From an optimization exercise on the open Yosys and OpenROAD flow, aimed at small area and a short achievable clock period; shortcuts taken in it are not production practice. The RTL of this run was laid out without a check of its function. No activity file was given, so power comes from the tool's default toggle rates.

<file path="run.sh">
#!/bin/bash
# synth_recipe.tcl (not shown) runs the flow's synth.tcl, then flattens the netlist and writes it again
# the make line also repeats each setting of config.mk as NAME=value (left out here)
make -C /OpenROAD-flow-scripts/flow DESIGN_CONFIG=/design/flow/config.mk WORK_HOME=/design/flow/orfs CLKGATE_MAP_FILE= SYNTH_SCRIPT=/design/flow/synth_recipe.tcl finish
</file>
<file path="config.mk">
export PLATFORM = sky130hd
export DESIGN_NAME = pow_5_pipe
export DESIGN_NICKNAME = pow_5_pipe
export VERILOG_FILES = /design/flow/design.v
export SDC_FILE = /design/flow/constraint.sdc
export NUM_CORES = 4
export LEC_CHECK = 0
export CAP_MARGIN = 20
export CORE_MARGIN = 2
export CORE_UTILIZATION = 40
export CTS_BUF_LIST = sky130_fd_sc_hd__clkbuf_4 sky130_fd_sc_hd__clkbuf_8
export CTS_CLUSTER_DIAMETER = 60
export CTS_CLUSTER_SIZE = 40
export SETUP_SLACK_MARGIN = 4.3
export SLEW_MARGIN = 20
</file>
<file path="constraint.sdc">
create_clock -name core_clock -period 6.4 [get_ports {clock}]
set_input_delay 1.2800 -clock core_clock [delete_from_list [all_inputs] [get_ports {clock}]]
set_output_delay 1.2800 -clock core_clock [all_outputs]
set_load 0.01 [all_outputs]
</file>
<file path="design.v">
module pow_5_pipe
(
    input             clock,
    input      [17:0] n,
    output reg [17:0] n_pow_5
);
    reg [17:0] n_1;
    always @(posedge clock) n_1 <= n;
    wire [5:0] a_1 = n_1[5:0];
    wire [11:0] h_1 = n_1[17:6];
    wire [63:0] f_t_dec = 64'd1 << a_1;
    wire f_t_4 = |(f_t_dec & 64'h8282282882822828);
    wire f_t_5 = |(f_t_dec & 64'hc46eec466ec446ec);
    wire f_t_6 = |(f_t_dec & 64'h604ae2e04acae048);
    wire f_t_7 = |(f_t_dec & 64'h468aec2ae6a04688);
    wire f_t_8 = |(f_t_dec & 64'hce440a0864e40880);
    wire f_t_9 = |(f_t_dec & 64'h428ecaac0e42a640);
    wire f_t_10 = |(f_t_dec & 64'h3654f0901094de70);
    wire f_t_11 = |(f_t_dec & 64'h106e786ef40a3060);
    wire f_t_12 = |(f_t_dec & 64'h561646a0b8b4c840);
    wire f_t_13 = |(f_t_dec & 64'h9c3a7c9a28c26a00);
    wire f_t_14 = |(f_t_dec & 64'h8854120cec3c1a80);
    wire f_t_15 = |(f_t_dec & 64'h2988e390f95eb700);
    wire f_t_16 = |(f_t_dec & 64'hf7b0aa4e070ab400);
    wire f_t_17 = |(f_t_dec & 64'he5c2ef3058e09800);
    wire [63:0] a1_t_dec = 64'd1 << a_1;
    wire a1_t_4 = |(a1_t_dec & 64'h6c6c6c6c6c6c6c6c);
    wire a1_t_5 = |(a1_t_dec & 64'haa00aa00aa00aa0);
    wire a1_t_6 = |(a1_t_dec & 64'h466eecc4466eecc4);
    wire a1_t_7 = |(a1_t_dec & 64'h222a02228880a888);
    wire a1_t_8 = |(a1_t_dec & 64'h9ed21c589eda3c58);
    wire a1_t_9 = |(a1_t_dec & 64'haae4e60228664480);
    wire a1_t_10 = |(a1_t_dec & 64'h103c1e7cf672f8b0);
    wire a1_t_11 = |(a1_t_dec & 64'hea60e02a4ec2e8e0);
    wire [63:0] a2_t_dec = 64'd1 << a_1;
    wire a2_t_3 = |(a2_t_dec & 64'hee44ee44ee44ee44);
    wire a2_t_4 = |(a2_t_dec & 64'he04a4ae0e04a4ae0);
    wire [31:0] h2_t_dec = 32'd1 << h_1[4:0];
    wire h2_t_3 = |(h2_t_dec & 32'h28282828);
    wire h2_t_4 = |(h2_t_dec & 32'h1ab01ab0);
    reg [5:0] a_2;
    reg [11:0] h_2;
    reg f_2_4;
    reg f_2_5;
    reg f_2_6;
    reg f_2_7;
    reg f_2_8;
    reg f_2_9;
    reg f_2_10;
    reg f_2_11;
    reg f_2_12;
    reg f_2_13;
    reg f_2_14;
    reg f_2_15;
    reg f_2_16;
    reg f_2_17;
    reg a1_2_4;
    reg a1_2_5;
    reg a1_2_6;
    reg a1_2_7;
    reg a1_2_8;
    reg a1_2_9;
    reg a1_2_10;
    reg a1_2_11;
    reg a2_2_3;
    reg a2_2_4;
    reg h2_2_3;
    reg h2_2_4;
    always @(posedge clock) begin
        a_2 <= a_1;
        h_2 <= h_1;
        f_2_4 <= f_t_4;
        f_2_5 <= f_t_5;
        f_2_6 <= f_t_6;
        f_2_7 <= f_t_7;
        f_2_8 <= f_t_8;
        f_2_9 <= f_t_9;
        f_2_10 <= f_t_10;
        f_2_11 <= f_t_11;
        f_2_12 <= f_t_12;
        f_2_13 <= f_t_13;
        f_2_14 <= f_t_14;
        f_2_15 <= f_t_15;
        f_2_16 <= f_t_16;
        f_2_17 <= f_t_17;
        a1_2_4 <= a1_t_4;
        a1_2_5 <= a1_t_5;
        a1_2_6 <= a1_t_6;
        a1_2_7 <= a1_t_7;
        a1_2_8 <= a1_t_8;
        a1_2_9 <= a1_t_9;
        a1_2_10 <= a1_t_10;
        a1_2_11 <= a1_t_11;
        a2_2_3 <= a2_t_3;
        a2_2_4 <= a2_t_4;
        h2_2_3 <= h2_t_3;
        h2_2_4 <= h2_t_4;
    end
    wire w1 = ((a_2[0] & a_2[1]));
    wire w2 = ((a_2[0] & a_2[2]));
    wire w3 = ((a_2[0] & a_2[3]));
    wire w4 = a_2[0] & h_2[0];
    wire w5 = a_2[0] & h_2[1];
    wire w6 = a_2[0] & h_2[2];
    wire w7 = a_2[0] & h_2[3];
    wire w8 = a_2[0] & h_2[4];
    wire w9 = a_2[0] & h_2[5];
    wire w10 = a_2[0] & h_2[6];
    wire w11 = a_2[0] & h_2[7];
    wire w12 = a_2[0] & h_2[8];
    wire w13 = a_2[0] & h_2[9];
    wire w14 = a_2[0] & h_2[10];
    wire w15 = a_2[0] & h_2[11];
    wire w16 = a_2[0] & h_2[0];
    wire w17 = a_2[0] & h_2[1];
    wire w18 = a_2[0] & h_2[2];
    wire w19 = a_2[0] & h_2[3];
    wire w20 = a_2[0] & h_2[4];
    wire w21 = a_2[0] & h_2[5];
    wire w22 = a_2[0] & h_2[6];
    wire w23 = a_2[0] & h_2[7];
    wire w24 = a_2[0] & h_2[8];
    wire w25 = a_2[0] & h_2[9];
    wire w26 = a1_2_4 & h_2[0];
    wire w27 = a1_2_4 & h_2[1];
    wire w28 = a1_2_4 & h_2[2];
    wire w29 = a1_2_4 & h_2[3];
    wire w30 = a1_2_4 & h_2[4];
    wire w31 = a1_2_4 & h_2[5];
    wire w32 = a1_2_4 & h_2[6];
    wire w33 = a1_2_4 & h_2[7];
    wire w34 = a1_2_5 & h_2[0];
    wire w35 = a1_2_5 & h_2[1];
    wire w36 = a1_2_5 & h_2[2];
    wire w37 = a1_2_5 & h_2[3];
    wire w38 = a1_2_5 & h_2[4];
    wire w39 = a1_2_5 & h_2[5];
    wire w40 = a1_2_5 & h_2[6];
    wire w41 = a1_2_6 & h_2[0];
    wire w42 = a1_2_6 & h_2[1];
    wire w43 = a1_2_6 & h_2[2];
    wire w44 = a1_2_6 & h_2[3];
    wire w45 = a1_2_6 & h_2[4];
    wire w46 = a1_2_6 & h_2[5];
    wire w47 = a1_2_7 & h_2[0];
    wire w48 = a1_2_7 & h_2[1];
    wire w49 = a1_2_7 & h_2[2];
    wire w50 = a1_2_7 & h_2[3];
    wire w51 = a1_2_7 & h_2[4];
    wire w52 = a1_2_8 & h_2[0];
    wire w53 = a1_2_8 & h_2[1];
    wire w54 = a1_2_8 & h_2[2];
    wire w55 = a1_2_8 & h_2[3];
    wire w56 = a1_2_9 & h_2[0];
    wire w57 = a1_2_9 & h_2[1];
    wire w58 = a1_2_9 & h_2[2];
    wire w59 = a1_2_10 & h_2[0];
    wire w60 = a1_2_10 & h_2[1];
    wire w61 = a1_2_11 & h_2[0];
    wire w62 = a_2[0] & h_2[0];
    wire w63 = ((~h_2[0] & h_2[1]));
    wire w64 = a_2[0] & w63;
    wire w65 = a_2[0] & h2_2_3;
    wire w66 = a_2[0] & h2_2_4;
    wire w67 = ((a_2[0] & a_2[1]));
    wire w68 = w67 & h_2[0];
    wire w69 = ((~h_2[0] & h_2[1]));
    wire w70 = w67 & w69;
    wire w71 = w67 & h2_2_3;
    wire w72 = ((a_2[0] & ~a_2[2]));
    wire w73 = w72 & h_2[0];
    wire w74 = ((~h_2[0] & h_2[1]));
    wire w75 = w72 & w74;
    wire w76 = a2_2_3 & h_2[0];
    wire w77 = a2_2_4 & h_2[0];
    wire w78 = f_2_6 ^ w4;
    wire w79 = f_2_6 & w4;
    wire w80 = f_2_7 ^ w5 ^ w79;
    wire w81 = (f_2_7 & w5) | (f_2_7 & w79) | (w5 & w79);
    wire w82 = f_2_8 ^ w6 ^ w16;
    wire w83 = (f_2_8 & w6) | (f_2_8 & w16) | (w6 & w16);
    wire w84 = w82 ^ w81;
    wire w85 = w82 & w81;
    wire w86 = f_2_9 ^ w7 ^ w17;
    wire w87 = (f_2_9 & w7) | (f_2_9 & w17) | (w7 & w17);
    wire w88 = f_2_10 ^ w8 ^ w18;
    wire w89 = (f_2_10 & w8) | (f_2_10 & w18) | (w8 & w18);
    wire w90 = w26 ^ w87 ^ w88;
    wire w91 = (w26 & w87) | (w26 & w88) | (w87 & w88);
    wire w92 = f_2_11 ^ w9 ^ w19;
    wire w93 = (f_2_11 & w9) | (f_2_11 & w19) | (w9 & w19);
    wire w94 = w27 ^ w34 ^ w89;
    wire w95 = (w27 & w34) | (w27 & w89) | (w34 & w89);
    wire w96 = f_2_12 ^ w10 ^ w20;
    wire w97 = (f_2_12 & w10) | (f_2_12 & w20) | (w10 & w20);
    wire w98 = w28 ^ w35 ^ w41;
    wire w99 = (w28 & w35) | (w28 & w41) | (w35 & w41);
    wire w100 = w93 ^ w96 ^ w98;
    wire w101 = (w93 & w96) | (w93 & w98) | (w96 & w98);
    wire w102 = f_2_13 ^ w11 ^ w21;
    wire w103 = (f_2_13 & w11) | (f_2_13 & w21) | (w11 & w21);
    wire w104 = w29 ^ w36 ^ w42;
    wire w105 = (w29 & w36) | (w29 & w42) | (w36 & w42);
    wire w106 = w47 ^ w62 ^ w97;
    wire w107 = (w47 & w62) | (w47 & w97) | (w62 & w97);
    wire w108 = w99 ^ w102 ^ w104;
    wire w109 = (w99 & w102) | (w99 & w104) | (w102 & w104);
    wire w110 = f_2_14 ^ w12 ^ w22;
    wire w111 = (f_2_14 & w12) | (f_2_14 & w22) | (w12 & w22);
    wire w112 = w30 ^ w37 ^ w43;
    wire w113 = (w30 & w37) | (w30 & w43) | (w37 & w43);
    wire w114 = w48 ^ w52 ^ w68;
    wire w115 = (w48 & w52) | (w48 & w68) | (w52 & w68);
    wire w116 = w103 ^ w105 ^ w110;
    wire w117 = (w103 & w105) | (w103 & w110) | (w105 & w110);
    wire w118 = w112 ^ w114 ^ w107;
    wire w119 = (w112 & w114) | (w112 & w107) | (w114 & w107);
    wire w120 = f_2_15 ^ w13 ^ w23;
    wire w121 = (f_2_15 & w13) | (f_2_15 & w23) | (w13 & w23);
    wire w122 = w31 ^ w38 ^ w44;
    wire w123 = (w31 & w38) | (w31 & w44) | (w38 & w44);
    wire w124 = w49 ^ w53 ^ w56;
    wire w125 = (w49 & w53) | (w49 & w56) | (w53 & w56);
    wire w126 = w64 ^ w73 ^ w111;
    wire w127 = (w64 & w73) | (w64 & w111) | (w73 & w111);
    wire w128 = w113 ^ w115 ^ w120;
    wire w129 = (w113 & w115) | (w113 & w120) | (w115 & w120);
    wire w130 = f_2_16 ^ w14 ^ w24;
    wire w131 = (f_2_16 & w14) | (f_2_16 & w24) | (w14 & w24);
    wire w132 = w32 ^ w39 ^ w45;
    wire w133 = (w32 & w39) | (w32 & w45) | (w39 & w45);
    wire w134 = w50 ^ w54 ^ w57;
    wire w135 = (w50 & w54) | (w50 & w57) | (w54 & w57);
    wire w136 = w59 ^ w65 ^ w70;
    wire w137 = (w59 & w65) | (w59 & w70) | (w65 & w70);
    wire w138 = w76 ^ w121 ^ w123;
    wire w139 = (w76 & w121) | (w76 & w123) | (w121 & w123);
    wire w140 = w125 ^ w130 ^ w132;
    wire w141 = (w125 & w130) | (w125 & w132) | (w130 & w132);
    wire w142 = w134 ^ w136 ^ w127;
    wire w143 = (w134 & w136) | (w134 & w127) | (w136 & w127);
    wire w144 = f_2_17 ^ w15;
    wire w145 = w25 ^ w33;
    wire w146 = w40 ^ w46;
    wire w147 = w51 ^ w55;
    wire w148 = w58 ^ w60;
    wire w149 = w61 ^ w66;
    wire w150 = w71 ^ w75;
    wire w151 = w77 ^ w144;
    wire w152 = w145 ^ w146;
    wire w153 = w147 ^ w148;
    wire w154 = w149 ^ w150;
    wire w155 = w151 ^ w152;
    wire w156 = w153 ^ w154;
    wire w157 = w131 ^ w133;
    wire w158 = w135 ^ w137;
    wire w159 = w155 ^ w156;
    wire w160 = w157 ^ w158;
    wire w161 = w159 ^ w160;
    wire w162 = w139 ^ w141;
    wire w163 = w161 ^ w162;
    reg [35:0] t_3;
    always @(posedge clock) begin
        t_3[0] <= a_2[0];
        t_3[1] <= w1;
        t_3[2] <= w2;
        t_3[3] <= w3;
        t_3[4] <= f_2_4;
        t_3[5] <= f_2_5;
        t_3[6] <= w78;
        t_3[7] <= w80;
        t_3[8] <= w84;
        t_3[9] <= w83;
        t_3[10] <= w86;
        t_3[11] <= w85;
        t_3[12] <= w90;
        t_3[13] <= w92;
        t_3[14] <= w91;
        t_3[15] <= w94;
        t_3[16] <= w95;
        t_3[17] <= w100;
        t_3[18] <= w101;
        t_3[19] <= w106;
        t_3[20] <= w108;
        t_3[21] <= w109;
        t_3[22] <= w116;
        t_3[23] <= w118;
        t_3[24] <= w122;
        t_3[25] <= w124;
        t_3[26] <= w117;
        t_3[27] <= w126;
        t_3[28] <= w128;
        t_3[29] <= w119;
        t_3[30] <= w129;
        t_3[31] <= w138;
        t_3[32] <= w140;
        t_3[33] <= w142;
        t_3[34] <= w143;
        t_3[35] <= w163;
    end
    wire w164 = t_3[9] ^ t_3[10] ^ t_3[11];
    wire w165 = (t_3[9] & t_3[10]) | (t_3[9] & t_3[11]) | (t_3[10] & t_3[11]);
    wire w166 = t_3[13] ^ t_3[14] ^ t_3[15];
    wire w167 = (t_3[13] & t_3[14]) | (t_3[13] & t_3[15]) | (t_3[14] & t_3[15]);
    wire w168 = t_3[16] ^ t_3[17] ^ w167;
    wire w169 = (t_3[16] & t_3[17]) | (t_3[16] & w167) | (t_3[17] & w167);
    wire w170 = t_3[18] ^ t_3[19] ^ t_3[20];
    wire w171 = (t_3[18] & t_3[19]) | (t_3[18] & t_3[20]) | (t_3[19] & t_3[20]);
    wire w172 = t_3[21] ^ t_3[22] ^ t_3[23];
    wire w173 = (t_3[21] & t_3[22]) | (t_3[21] & t_3[23]) | (t_3[22] & t_3[23]);
    wire w174 = t_3[24] ^ t_3[25] ^ t_3[26];
    wire w175 = (t_3[24] & t_3[25]) | (t_3[24] & t_3[26]) | (t_3[25] & t_3[26]);
    wire w176 = t_3[27] ^ t_3[28] ^ t_3[29];
    wire w177 = (t_3[27] & t_3[28]) | (t_3[27] & t_3[29]) | (t_3[28] & t_3[29]);
    wire w178 = w173 ^ w174 ^ w176;
    wire w179 = (w173 & w174) | (w173 & w176) | (w174 & w176);
    wire w180 = t_3[30] ^ t_3[31] ^ t_3[32];
    wire w181 = (t_3[30] & t_3[31]) | (t_3[30] & t_3[32]) | (t_3[31] & t_3[32]);
    wire w182 = t_3[33] ^ w175 ^ w177;
    wire w183 = (t_3[33] & w175) | (t_3[33] & w177) | (w175 & w177);
    wire w184 = w180 ^ w179 ^ w182;
    wire w185 = (w180 & w179) | (w180 & w182) | (w179 & w182);
    wire w186 = t_3[34] ^ t_3[35];
    wire w187 = w186 ^ w181;
    wire w188 = w187 ^ w183;
    wire w189 = w188 ^ w185;
    wire [11:0] s0 = {w189, w184, w178, w171, w170, w168, w166, t_3[12], w164, t_3[8], t_3[7], t_3[6]};
    wire [11:0] s1 = {1'b0, 1'b0, 1'b0, w172, w169, 1'b0, 1'b0, w165, 1'b0, 1'b0, 1'b0, 1'b0};
    always @(posedge clock) n_pow_5 <= {s0 + s1, t_3[5], t_3[4], t_3[3], t_3[2], t_3[1], t_3[0]};
endmodule
</file>
==> key figures <==
Run status
  • Status: finished clean

Clocking
  • Number of hold buffers added after CTS: 0
  • Num CTS Buffers: 17
  • CTS Sinks: 114
  • Max H-tree Level: 4
  • CTS tree: built
  • Clock latency on the worst-skew pair: 0.43 ns
  • Deepest clock path buffer count: 2
  • Worst-path clk slew: 0.07 ns
  • Clock Tree Root: clkbuf_8

Final layout
  • Area Overhead vs Synth: 20.62%
  • Commonest non-fill, non-tap cells in the layout: dfxtp_1, nand2_1, inv_1
  • Post-route cell area: 0.006521 sq mm
  • Total inserted antenna cells: 0
  • Layout cells sized above 1: 0.2066
  • Layout Nets: 664
  • Fill cells: 1232
  • Most common cell after layout, fill and taps aside: dfxtp_1

Pwr
  • PwrDens: 362.8 mW/mm^2
  • Overall power: 2.366 mW
  • Leak pwr: 2.772 nW
  • VDD IR-drop max: 155.4 uV

Timing
  • Setup TNS: 0 ns
  • Min cycle time layout: 2.191 ns
  • RSZ-0062 raised after global routing: yes
  • Fin. Hold Viols: 0
  • Final Max Slew Viols: 0
  • FMAX: 456.3 MHz
  • Skew final: 0.01059 ns
  • Setup violations, final: 0
  • WHS: 0.3246 ns
  • Max_slew headroom: 0.6370
  • Final period util: 0.3424
  • Worst-margin pin slew: 0.5434 ns

Synthesis
  • Async S/R FF share, synth: 0
  • Post-synthesis mux area share: 0.001851
  • Post-Syn Area: 0.005406 sq mm
  • Avg Synthesized Cell Area: 9.794 sq um
  • Post-Synth Adder-Cell Area: 0.1694
  • Simple-gate area share of the yosys netlist: 0.1363
  • Cells after synthesis: 552
  • Synth Area in XOR/XNOR: 0.06411
  • Top_reg_cell synth: dfxtp_1
  • Compound-gate portion of the synthesized area: 0.1412
  • Post-synthesis cell type count: 52
  • Yosys warns: 1
  • Largest family of logic cells by synthesized area: adder cells
  • Yosys reg bits: 114
  • EDFF count, synth: 0
  • Sequential-to-total area share from yosys stat: 0.4221
  • Mapped Nets: 619

Worst setup path
  • CP Cell Sequence: and2_4 -> fa_2 -> fa_2 -> xnor2_2 -> xnor2_2 -> xnor2_1 -> xnor3_1 -> xnor2_1
  • Crit Path Max Fanout: 8
  • CP Capture Type: register
  • Reg2Reg Launch Point: a_2[0]
  • Crit path from: a_2[0]
  • Flop2flop setup slack: 4.21 ns
  • Critical path's largest stage delay: 0.37 ns
  • Setup Crit Path Kind: reg -> reg
  • Critical Path RT: 6.72 ns
  • Startpoint types: register
  • Arr. time, crit path: 2.51 ns
  • Slowest library cell on the worst path: dfxtp_4

Min path
  • HP Class: reg -> reg
  • Hold Crit Start: t_3[4]

Drt
  • Via Count: 4088
  • DRT Pass-1 Iters: 6
  • Post-Route WL: 12180 um
  • Remaining DRCs: 0
  • Post-route ant nets: 0
  • Via density: 5.201
  • DRT iter0 DRCs: 383
  • DR WL/cell: 15.50 um

Die
  • # rows: 42
  • Die area: 0.01446 sq mm
  • Initial Util: 0.4083
  • Die width: 120.3 um
  • Die Y: 120.3 um
  • # IOs: 37
  • Core Area: 0.01324 sq mm

Global routing
  • First-pass GRT wire length: 19960 um
  • Initial antenna violation count: 0
  • Gr ovfl total: 0
  • Pin count of the biggest net entering global routing: 52
  • GRT Total Usage: 0.1797
  • Vias in the first global route: 4033

Run
  • Max-Cap Viols: 0

Placed design
  • IO Port Bufs: 36
  • Placed cell area: 0.005911 sq mm
  • Final HPWL DP: 8471 um
  • RD Place Congestion: 0.9442
==> worst max-delay path: cells and delay by family (launching register included) <==
kind                     cells  cell delay [ns]
AND/OR/NAND/NOR              1             0.15
XOR/XNOR                     5             0.85
adder cells (fa/ha/maj)      2             0.72
flip-flops                   1             0.37
==> Yosys cell counts, types with 2 or more instances <==
cell type | number | share of area
a2111oi_0 | 2 | 0.0032
a211oi_1 | 8 | 0.011
a21oi_1 | 30 | 0.028
a221o_1 | 2 | 0.0037
a221oi_1 | 2 | 0.0032
a22o_1 | 3 | 0.0049
a22oi_1 | 3 | 0.0042
a31oi_1 | 3 | 0.0035
a32oi_1 | 2 | 0.0032
a41o_1 | 2 | 0.0037
and2_1 | 25 | 0.029
and2_2 | 4 | 0.0056
buf_1 | 3 | 0.0021
buf_2 | 17 | 0.016
buf_4 | 4 | 0.0056
clkbuf_1 | 9 | 0.0062
dfxtp_1 | 114 | 0.42
fa_1 | 42 | 0.16
ha_1 | 6 | 0.014
inv_1 | 49 | 0.034
nand2_1 | 55 | 0.038
nand2_2 | 2 | 0.0023
nand2b_1 | 6 | 0.0069
nand3_1 | 7 | 0.0065
nor2_1 | 30 | 0.021
nor2b_1 | 10 | 0.012
nor3_1 | 6 | 0.0056
nor3b_1 | 2 | 0.0028
o211ai_1 | 4 | 0.0056
o21ai_0 | 23 | 0.021
o221ai_1 | 9 | 0.015
o22ai_1 | 9 | 0.010
o2bb2ai_1 | 4 | 0.0065
o31ai_1 | 2 | 0.0028
xnor2_1 | 22 | 0.036
xor2_1 | 15 | 0.024
==> layout make-up <==
type                            count  area, sq um  area share
Multi-Input combinational cell    354         2877      0.4411
Sequential cell                   114         2306      0.3536
Timing Repair Buffer               59        466.7     0.07157
Clock buffer                       18        241.5     0.03703
Tap cell                          176        220.2     0.03377
Clock inverter                     14        211.5     0.03243
Inverter                           51        198.9     0.03051
==> final timing paths <==
path | endpoint | cells past startpoint
setup / recovery | t_3[35] | 8
hold / removal | n_pow_5[4] | 0
setup reg to reg | t_3[35] | 8
hold reg to reg | n_pow_5[4] | 0
==> power by group <==
part / total (mW) / leakage, nW / internal (mW) / switching [mW]
Combinational: 0.716 / 1.59 / 0.364 / 0.352
Sequential: 0.891 / 0.960 / 0.838 / 0.0527
Clock: 0.760 / 0.226 / 0.467 / 0.293
==> stage by stage <==
step                  util  std cells  setup WS (ns)
global placement    0.4463        737          3.873
detailed placement  0.4463        737          3.818
finish              0.4924        786          4.209
CTS                 0.4819        775          4.182
floorplan                -        552          4.226
global route        0.4924        786          4.089
==> kinds of logic after synthesis <==
family | after synthesis
multiplexers | 1
AND/OR/NAND/NOR | 151
buffers and inverters | 84
adder cells (fa/ha/maj) | 48
flip-flops | 114
AO/OA/AOI/OAI | 116
XOR/XNOR | 38
==> routing by layer <==
layer | wire length (um) | part of all wire | GRT usage
met5 | 0 | 0 | 0
met4 | 313 | 0.026 | 0.08503
met3 | 723 | 0.059 | 0.04764
met2 | 5996 | 0.49 | 0.2965
met1 | 5151 | 0.42 | 0.2189
==> registers in the layout (all words and copies together) (netlist names), 4 cells and up <==
register  flops
n_1          18
h_2          12
n_pow_5      18
t_3          36
a_2           4
==> timing repair <==
action | CTS | global route
setup endpoints to repair | 30 | 29
cloned | 0 | 0
setup buffers | 6 | 11
pin swaps | 14 | 11
gates resized for setup | 98 | 15

## what the ideal ports hide
Ports are ideal in the flow. The routed layout listed here was re-timed in OpenROAD.
Step 1 (the two cells are an assumption about what drives the block):
set clk [get_ports {clock}]
set_driving_cell -lib_cell sky130_fd_sc_hd__clkbuf_16 $clk
set_driving_cell -lib_cell sky130_fd_sc_hd__buf_2 [delete_from_list [all_inputs] $clk]
Step 2 moves the port delays by t, midway between the first and last clock arrival at a register: inputs arrive t later, outputs are due t later. That takes back most of the time a late clock gives input paths.
Three values: ideal ports, drivers, drivers and shift; two values: the first two.
t (ns): 0.463
setup slack, ns: 4.209 / 4.209 / 4.209
worst setup path after step 2: register to register
clock arrival spread, ns: 0.013 / 0.013
worst slew at a driven data input, ns: 0.03
After both steps setup and hold are still met in this run. For this run, drivers alone change the setup slack by 0.000 ns; drivers and shift together by 0.000 ns.
